This is an optimization exercise on Yosys and OpenROAD, whose aim is small area, a short achievable clock period and few clock cycles, not a production implementation.
In this exercise RTL edits were held to simulation tests only and were not proved equivalent to the original.

Setup of oak:
## MIPS
module MIPS(
    clk,
    rst_n,
    in_valid,
    instruction,
    output_reg,
    out_valid,
    out_1,
    out_2,
    out_3,
    out_4,
    instruction_fail
);
Size in the first run: roughly 3700 cells after synthesis, roughly 120 I/O pins, roughly 22000 µm² of cells after synthesis.
Settings: LEC_CHECK=0, ABC_AREA=1, CAP_MARGIN=50, CORE_MARGIN=2, CORE_UTILIZATION=30, PLACE_DENSITY=0.45, SLEW_MARGIN=50, SYNTH_HIERARCHICAL=1; clock period 32.0 ns.
standard.sh (not shown) runs the stock make flow with config.mk's settings and CLKGATE_MAP_FILE= SYNTH_SCRIPT=/design/flow/synth_recipe.tcl, a recipe that flattens the netlist after the stock synthesis.
==> flow/flow/run.sh <==
#!/bin/bash
# The standard layout (standard.sh: standard synthesis and ORFS steps),
# with one change: the buffers that global placement puts on every input and
# output port are sky130_fd_sc_hd__buf_2 instead of the cell buffer_ports
# picks by default (a slow delay buffer, clkdlybuf4s50_1).
set -euo pipefail
export BUFFER_PORTS_ARGS="-buffer_cell sky130_fd_sc_hd__buf_2"
bash standard.sh > standard.log 2>&1
Testbench counts of oak, summed over its fixed seeds: cycles 6,193.
#### Input delta (pine over oak)
Settings: SLEW_MARGIN changed from 50 to 20; CAP_MARGIN changed from 50 to 20.
==> flow/flow/run.sh <==
#!/bin/bash
# The standard layout (standard.sh: standard synthesis and ORFS steps),
# with two changes: port buffers are sky130_fd_sc_hd__buf_2 (instead of the
# slow delay buffer buffer_ports picks by default), and timing repair aims
# 22.6 ns above the 32 ns target's zero slack, so that it also shortens the
# few slowest paths.
set -euo pipefail
export BUFFER_PORTS_ARGS="-buffer_cell sky130_fd_sc_hd__buf_2"
export SETUP_SLACK_MARGIN=22.6
bash standard.sh > standard.log 2>&1
==> comparison <==
- Post-CTS repair timing setup buffer count in pine is 5 higher than in oak
- The cell count number comes out higher for oak vs pine.
- Logic depth of the worst setup path including buffers was higher in oak than in pine.
- On worst setup slack, the higher figure sits with pine, not oak.
- pine: logic depth of the worst register-to-register path is 3 lower than what oak reported.
- On portion of the layout cell area used by clock cells, oak and pine are basically level.
[inputs] birch vs pine
Settings: CORE_UTILIZATION changed from 30 to 55; PLACE_DENSITY changed from 0.45 to 0.65.
==> flow/run.sh (new file) <==
#!/bin/bash
# synth_recipe.tcl (not shown) runs the flow's synth.tcl, then flattens the netlist and writes it again
# the make line also repeats each setting of config.mk as NAME=value (left out here)
make -C /OpenROAD-flow-scripts/flow DESIGN_CONFIG=/design/flow/config.mk WORK_HOME=/design/flow/orfs CLKGATE_MAP_FILE= SYNTH_SCRIPT=/design/flow/synth_recipe.tcl finish
removed: flow/flow/run.sh
removed: flow/standard.sh
==> comparison <==
Taking pine as the reference point, the area overhead of the layout relative to synthesis of birch falls by 0.49 points.
Sort pine and birch by die height asc -> top: birch
pine → birch: die area fell 45%; maximum number of pins on one net before global-route repair lower.
A capturing element of the worst setup path of out_1[5] is what birch shows, while out_4[0] belongs to pine.
Changes in maple relative to birch:
Settings: PLACE_DENSITY changed from 0.65 to 0.45; CORE_UTILIZATION changed from 55 to 30.
==> results.txt <==
- [maple] setup slack rose 97 ps relative to birch
- Worst setup path endpoint: out_1[5] -> birch, out_4[5] -> maple
- The lower number of cells after detailed placement of birch and maple is in birch.
- As far as max-capacitance violation count goes, maple and birch are indistinguishable; the numbers are identical.
- Diff birch -> maple: number of rows in the core area moved up; routed wire length picked up an extra 12%; non-clock buffer count rose 3.
- Max freq birch -> maple: improved
- Sequential share of layout area (lower): maple
- Relative to birch, clock buffer count has gone up in maple.
Modified inputs, cedar compared to maple
Settings: a deleted ABC_AREA that had been 1.
Findings:
Between maple and cedar, the flow reports first-iteration DRC count decreasing slightly. Going from maple to cedar, cell area after synthesis shrinks by about 4%. Diff cedar and maple: aggregate routed wire length higher in maple. Looking at final area, cedar sits 580 µm² lower than maple does. Summary of cedar over maple: count of multi-input gates has decreased, area after detailed placement has decreased. Relative to maple, placeable core region decreased by 4.0% in cedar.

---

Setup of v49:
Another version of the RTL of MIPS (not shown whole).
For scale: roughly 2800 cells after synthesis, roughly 180 flip-flops.
==> flow/design.v (excerpt) <==
module MIPS(
    clk,
    rst_n,
    in_valid,
    instruction,
    output_reg,
    out_valid,
    out_1,
    out_2,
    out_3,
    out_4,
    instruction_fail
);
Settings: LEC_CHECK=0, CAP_MARGIN=20, CORE_MARGIN=2, CORE_UTILIZATION=30, PLACE_DENSITY=0.45, SLEW_MARGIN=20; clock period 32.0 ns.
run.sh (not shown) runs the stock make flow with config.mk's settings and CLKGATE_MAP_FILE= SYNTH_SCRIPT=/design/flow/synth_recipe.tcl, a recipe that flattens the netlist after the stock synthesis.
Stock flow here: none of the scripts above is used.
v49: no failed stages, no open violations at the end
Testbench counts of v49, summed over its fixed seeds: cycles 6,181.
The inputs of v12 differ from those of v49 as listed below.
==> flow/flow/run.sh (new file) <==
#!/bin/bash
# Standard layout (the standard.sh, unchanged synthesis and steps), with
# timing repair asked to over-fix setup by a margin, so that the achieved
# period improves although the 32 ns target is met without repair.
set -euo pipefail
export SETUP_SLACK_MARGIN=22
bash standard.sh > standard.log 2>&1
==> flow/standard.sh (new file) <==
#!/bin/bash
# synth_recipe.tcl (not shown) runs the flow's synth.tcl, then flattens the netlist and writes it again
# the make line also repeats each setting of config.mk as NAME=value (left out here)
make -C /OpenROAD-flow-scripts/flow DESIGN_CONFIG=/design/flow/config.mk WORK_HOME=/design/flow/orfs CLKGATE_MAP_FILE= SYNTH_SCRIPT=/design/flow/synth_recipe.tcl "${@:-finish}"
--- a/flow/config.mk
+++ b/flow/config.mk
@@ -6,4 +6,5 @@
 export NUM_CORES = 4
 export LEC_CHECK = 0
+export ABC_AREA = 1
 export CAP_MARGIN = 20
 export CORE_MARGIN = 2
removed: flow/run.sh
[summary]
- For number of non-clock buffers, dividing the value from v49 by the value from v12 gives 0.54.
- v12 vs. v49: synthesized cell count went up by 495.
- Setup slack in v12 is larger than in v49.
- v12: no failed stages, no open violations at the end
- Highest net fanout along the worst path, v12 and v49: smaller value in v12
- Between v49 and v12, the flow reports die area decreasing slightly.
- Between v12 and v49, it is v12 whose HPWL after detailed placement is higher, by about 4%.
- Core area was higher in the run labelled v49.
- Going from v49 to v12, the inverter count of the layout excluding clock inverters was found to have gone up by about 270%.
> inputs changed (v12 -> v43)
==> flow/run.sh (new file) <==
#!/bin/bash
# synth_recipe.tcl (not shown) runs the flow's synth.tcl, then flattens the netlist and writes it again
# the make line also repeats each setting of config.mk as NAME=value (left out here)
make -C /OpenROAD-flow-scripts/flow DESIGN_CONFIG=/design/flow/config.mk WORK_HOME=/design/flow/orfs CLKGATE_MAP_FILE= SYNTH_SCRIPT=/design/flow/synth_recipe.tcl finish
removed: flow/flow/run.sh
removed: flow/standard.sh
Notes after the runs:
In v43, via count is lower than in v12.
Across v12 and v43, none had a timing, DRC or antenna violation.
Against v12 as the reference, v43 delivers a lower worst slack after detailed placement.
v43 against v12: final design utilization went down, fraction of met3 tracks used by global routing level.

-- afterwards: timing with drivers on the ports --
Ports are ideal in the flow. The routed layouts listed here were re-timed in OpenROAD. Step 1 (the two cells are an assumption about what drives the block):
set clk [get_ports {clk}]
set_driving_cell -lib_cell sky130_fd_sc_hd__clkbuf_16 $clk
set_driving_cell -lib_cell sky130_fd_sc_hd__buf_2 [delete_from_list [all_inputs] $clk]
Step 2 times the ports against the registers' clock, not the clock port: input delays grow and output delays shrink by t, the midpoint of the rising clock arrivals with the driver on. Three values: no drivers, after step 1, after step 2; two values: the first two.
run	t, ns	setup slack, ns	worst setup path after step 2	slew at the worst register clock pin (ns)	worst slew at a driven data input, ns
oak	0.562	22.507 / 22.441 / 22.970	input to register	0.08 / 0.08	0.06
pine	0.563	22.709 / 22.644 / 22.722	input to register	0.09 / 0.09	0.06
birch	0.504	21.952 / 21.897 / 22.096	input to register	0.09 / 0.09	0.10
maple	0.561	22.049 / 21.984 / 22.240	input to register	0.08 / 0.08	0.05
cedar	0.546	20.817 / 20.759 / 21.305	register to output	0.08 / 0.08	0.09
v49	0.533	19.925 / 19.869 / 19.742	input to register	0.08 / 0.08	0.07
v12	0.557	20.554 / 20.500 / 21.057	register to output	0.09 / 0.09	0.14
v43	0.559	20.011 / 19.950 / 20.446	input to register	0.09 / 0.09	0.14
After both steps every run listed still meets setup and hold. The setup slack of v49, which loses most, moves by -0.056 ns with the drivers and by -0.183 ns with both steps.
